This design comes from an exercise in tuning for small area and a short achievable clock period on the open sky130 flow, not from production work. Where RTL was checked, it was by simulation tests only, not by an equivalence proof against the original. The flow treats the clock pin as an ideal source. Dropping or thinning the clock tree relies on that and would not hold on a real chip. Power is estimated from default activity; no workload was simulated.

==> flow/design.v <==
module fifo_sync(clk,rst,wen,ren,data_in,data_out,full,empty);
  input clk;
  input rst;
  input wen;
  input ren;
  input [31 : 0] data_in;
  output reg [31 : 0] data_out;
  output reg full, empty;
  reg [31:0] mem [7:0];
  reg [3:0] wj;      
  reg [3:0] rj;      
  reg nfull;         
  reg nempty;        
  function automatic [7:0] jdec(input [3:0] j);
    begin
      jdec[0] = ~j[3] & ~j[0];
      jdec[1] =  j[0] & ~j[1];
      jdec[2] =  j[1] & ~j[2];
      jdec[3] =  j[2] & ~j[3];
      jdec[4] =  j[3] &  j[0];
      jdec[5] = ~j[0] &  j[1];
      jdec[6] = ~j[1] &  j[2];
      jdec[7] = ~j[2] &  j[3];
    end
  endfunction
  function automatic [3:0] jinc(input [3:0] j);
    jinc = {j[2:0], ~j[3]};
  endfunction
  wire [7:0] wsel = jdec(wj);
  wire [7:0] rsel = jdec(rj);
  wire wr = wen & nfull;
  wire rd = ren & nempty;
  integer i;
  always @(posedge clk)
    for (i = 0; i < 8; i = i + 1)
      if (nfull & wsel[i])
        mem[i] <= data_in;
  reg [31:0] rdata;
  always @* begin
    rdata = 32'd0;
    for (i = 0; i < 8; i = i + 1)
      rdata = rdata | ({32{~rst & rsel[i]}} & mem[i]);
  end
  always @(posedge clk)
    if (rd | rst)
      data_out <= rdata;
  wire almost_full  = (jinc(wj) == rj);    
  wire almost_empty = (jinc(rj) == wj);    
  reg full_n, empty_n;
  always @* begin
    full_n  = ~nfull;
    empty_n = ~nempty;
    if (wr & ~rd) begin
      empty_n = 1'b0;
      full_n  = almost_full;
    end
    if (rd & ~wr) begin
      full_n  = 1'b0;
      empty_n = almost_empty;
    end
  end
  always @(posedge clk) begin
    if (rst) begin
      wj     <= 4'd0;
      rj     <= 4'd0;
      full   <= 1'b0;
      empty  <= 1'b1;
      nfull  <= 1'b1;
      nempty <= 1'b0;
    end else begin
      if (wr) wj <= jinc(wj);
      if (rd) rj <= jinc(rj);
      full   <= full_n;
      empty  <= empty_n;
      nfull  <= ~full_n;
      nempty <= ~empty_n;
    end
  end
endmodule
make LEC_CHECK=0 CAP_MARGIN=20 CORE_MARGIN=2 CORE_UTILIZATION=65 SLEW_MARGIN=20 finish   # period 2.0 ns
run.sh (not shown) runs the stock make flow with config.mk's settings and CLKGATE_MAP_FILE= SYNTH_SCRIPT=/design/flow/synth_recipe.tcl, a recipe that flattens the netlist after the stock synthesis.
Edit:
--- a/flow/design.v
+++ b/flow/design.v
@@ -33,19 +33,20 @@
   integer i;
   always @(posedge clk)
     for (i = 0; i < 8; i = i + 1)
       if (nfull & wsel[i])
         mem[i] <= data_in;
+  wire take = rd & ~rst;
+  wire hold = ~rd & ~rst;
   reg [31:0] rdata;
   always @* begin
-    rdata = 32'd0;
+    rdata = {32{hold}} & data_out;
     for (i = 0; i < 8; i = i + 1)
-      rdata = rdata | ({32{~rst & rsel[i]}} & mem[i]);
+      rdata = rdata | ({32{take & rsel[i]}} & mem[i]);
   end
   always @(posedge clk)
-    if (rd | rst)
-      data_out <= rdata;
+    data_out <= rdata;
   wire almost_full  = (jinc(wj) == rj);    
   wire almost_empty = (jinc(rj) == wj);    
   reg full_n, empty_n;
   always @* begin
     full_n  = ~nfull;
Effect: Wire length rises by about 8%. Cell count rises by about 10%. Synthesized cell count rises by about 17%. Hold slack is better by 0.058 ns. Critical path depth falls by 4. Total power falls by about 1.7%. Die area rises by 1.3%. Synthesized area rises by about 1.4%. Clock-buffer cell count rises by 3. Design area rises by about 1.5%. Utilization rises by 0.60 points. Sequential share of layout area falls by 3.4 points. Via count rises by about 10%.
The RTL of the first run of this note was laid out without a check of its function.

* * *

RTL: one of the versions met above, not the one the previous note started from.
Size in the first run: about 710 cells after synthesis.
==> module fifo_sync, before the edit <==
module fifo_sync(clk,rst,wen,ren,data_in,data_out,full,empty);
  input clk;
  input rst;
  input wen;
  input ren;
  input [31 : 0] data_in;
  output reg [31 : 0] data_out;
  output reg full, empty;
  reg [31:0] mem [7:0];
  reg [3:0] wj;      
  reg [3:0] rj;      
  reg nfull;         
  reg nempty;        
  function automatic [7:0] jdec(input [3:0] j);
    begin
      jdec[0] = ~j[3] & ~j[0];
      jdec[1] =  j[0] & ~j[1];
      jdec[2] =  j[1] & ~j[2];
      jdec[3] =  j[2] & ~j[3];
      jdec[4] =  j[3] &  j[0];
      jdec[5] = ~j[0] &  j[1];
      jdec[6] = ~j[1] &  j[2];
      jdec[7] = ~j[2] &  j[3];
    end
  endfunction
  function automatic [3:0] jinc(input [3:0] j);
    jinc = {j[2:0], ~j[3]};
  endfunction
  wire [7:0] wsel = jdec(wj);
  wire [7:0] rsel = jdec(rj);
  wire wr = wen & nfull;
  wire rd = ren & nempty;
  integer i;
  always @(posedge clk)
    for (i = 0; i < 8; i = i + 1)
      if (nfull & wsel[i])
        mem[i] <= data_in;
  wire take = rd & ~rst;
  wire hold = ~rd & ~rst;
  reg [31:0] rdata;
  always @* begin
    rdata = {32{hold}} & data_out;
    for (i = 0; i < 8; i = i + 1)
      rdata = rdata | ({32{take & rsel[i]}} & mem[i]);
  end
  always @(posedge clk)
    data_out <= rdata;
  wire almost_full  = (jinc(wj) == rj);    
  wire almost_empty = (jinc(rj) == wj);    
  reg full_n, empty_n;
  always @* begin
    full_n  = ~nfull;
    empty_n = ~nempty;
    if (wr & ~rd) begin
      empty_n = 1'b0;
      full_n  = almost_full;
    end
    if (rd & ~wr) begin
      full_n  = 1'b0;
      empty_n = almost_empty;
    end
  end
  always @(posedge clk) begin
    if (rst) begin
      wj     <= 4'd0;
      rj     <= 4'd0;
      full   <= 1'b0;
      empty  <= 1'b1;
      nfull  <= 1'b1;
      nempty <= 1'b0;
    end else begin
      if (wr) wj <= jinc(wj);
      if (rd) rj <= jinc(rj);
      full   <= full_n;
      empty  <= empty_n;
      nfull  <= ~full_n;
      nempty <= ~empty_n;
    end
  end
endmodule
export LEC_CHECK = 0
export CAP_MARGIN = 20
export CORE_MARGIN = 2
export CORE_UTILIZATION = 65
export SETUP_SLACK_MARGIN = 0.7
export SLEW_MARGIN = 20
create_clock -name core_clock -period 2.0 [get_ports {clk}]
standard.sh (not shown) runs the stock make flow with config.mk's settings and CLKGATE_MAP_FILE= SYNTH_SCRIPT=/design/flow/synth_recipe.tcl, a recipe that flattens the netlist after the stock synthesis.
==> flow/flow/run.sh <==
#!/bin/bash
# The standard layout, with three changes:
#  - output-port buffers become buf_2 after global placement (outbuf.tcl);
#  - CTS without dummy loads, in clusters of at most 20 sinks;
#  - after CTS the clock port drives four branch buffers directly instead of
#    a root buffer and two branch buffers (post_cts.tcl, retree.tcl).
set -uo pipefail
here=$(pwd)
bash standard.sh finish \
  POST_GLOBAL_PLACE_TCL="$here/flow/outbuf.tcl" \
  POST_CTS_TCL="$here/flow/post_cts.tcl" \
  CTS_ARGS="-sink_clustering_enable -repair_clock_nets -sink_clustering_size 20 -sink_clustering_max_diameter 60 -dont_use_dummy_load" \
  > "$here/standard.log" 2>&1
Other scripts of this flow, unchanged in this note and not shown: flow/flow/outbuf.tcl, flow/flow/post_cts.tcl, flow/flow/retree.tcl
The baseline completed with no timing, DRC or antenna violations.
Edit:
--- a/flow/design.v
+++ b/flow/design.v
@@ -5,13 +5,13 @@
   input ren;
   input [31 : 0] data_in;
   output reg [31 : 0] data_out;
   output reg full, empty;
   reg [31:0] mem [7:0];
   reg [3:0] wj;      
-  reg [3:0] rj;      
+  reg [7:0] rsel;    
   reg nfull;         
   reg nempty;        
   function automatic [7:0] jdec(input [3:0] j);
     begin
       jdec[0] = ~j[3] & ~j[0];
       jdec[1] =  j[0] & ~j[1];
@@ -24,13 +24,12 @@
     end
   endfunction
   function automatic [3:0] jinc(input [3:0] j);
     jinc = {j[2:0], ~j[3]};
   endfunction
   wire [7:0] wsel = jdec(wj);
-  wire [7:0] rsel = jdec(rj);
   wire wr = wen & nfull;
   wire rd = ren & nempty;
   integer i;
   always @(posedge clk)
     for (i = 0; i < 8; i = i + 1)
       if (nfull & wsel[i])
@@ -42,14 +41,16 @@
     rdata = {32{hold}} & data_out;
     for (i = 0; i < 8; i = i + 1)
       rdata = rdata | ({32{take & rsel[i]}} & mem[i]);
   end
   always @(posedge clk)
     data_out <= rdata;
-  wire almost_full  = (jinc(wj) == rj);    
-  wire almost_empty = (jinc(rj) == wj);    
+  wire [7:0] rnext = {rsel[6:0], rsel[7]};
+  wire [7:0] wnext = jdec(jinc(wj));
+  wire almost_full  = |(wnext & rsel);     
+  wire almost_empty = |(rnext & wsel);     
   reg full_n, empty_n;
   always @* begin
     full_n  = ~nfull;
     empty_n = ~nempty;
     if (wr & ~rd) begin
       empty_n = 1'b0;
@@ -60,20 +61,20 @@
       empty_n = almost_empty;
     end
   end
   always @(posedge clk) begin
     if (rst) begin
       wj     <= 4'd0;
-      rj     <= 4'd0;
+      rsel   <= 8'd1;
       full   <= 1'b0;
       empty  <= 1'b1;
       nfull  <= 1'b1;
       nempty <= 1'b0;
     end else begin
       if (wr) wj <= jinc(wj);
-      if (rd) rj <= jinc(rj);
+      if (rd) rsel <= rnext;
       full   <= full_n;
       empty  <= empty_n;
       nfull  <= ~full_n;
       nempty <= ~empty_n;
     end
   end
What happened:
- The new run produced a clean layout
- synthesized cell count shrinks by 11%
- setup slack loses 0.065 ns
- sequential share of layout area shrinks by 3.1 points
- register-to-register slack loses 0.07 ns
- area after synthesis shrinks by 2.5%
- via count grows by about 6%
The RTL of the second run of this note was laid out without a check of its function.

## port drivers added, routing unchanged
Ports are ideal in the flow. The routed layouts listed here were re-timed in OpenROAD.
Step 1 (the two cells are an assumption about what drives the block):
set clk [get_ports {clk}]
set_driving_cell -lib_cell sky130_fd_sc_hd__clkbuf_16 $clk
set_driving_cell -lib_cell sky130_fd_sc_hd__buf_2 [delete_from_list [all_inputs] $clk]
Step 2 moves the port delays by t, midway between the first and last clock arrival at a register: inputs arrive t later, outputs are due t later. That takes back most of the time a late clock gives input paths.
a / b / c = ideal / step 1 / step 2; a / b = the first two.
run	t (ns)	setup slack, ns	slew at the worst register clock pin (ns)	worst slew at a driven data input, ns
the first run of note 1	0.569	0.105 / 0.064 / 0.105	0.07 / 0.07	0.07
the second run of note 1	0.582	0.129 / 0.083 / -0.424	0.07 / 0.07	0.06
the first run of note 2	0.393	0.331 / 0.331 / 0.223	0.08 / 0.08	0.08
the second run of note 2	0.409	0.266 / 0.266 / 0.093	0.10 / 0.10	0.06
With both steps, setup timing fails in the second run of note 1, where it was met with ideal ports. The setup slack of the second run of note 1, which loses most, moves by -0.046 ns with the drivers and by -0.553 ns with both steps.
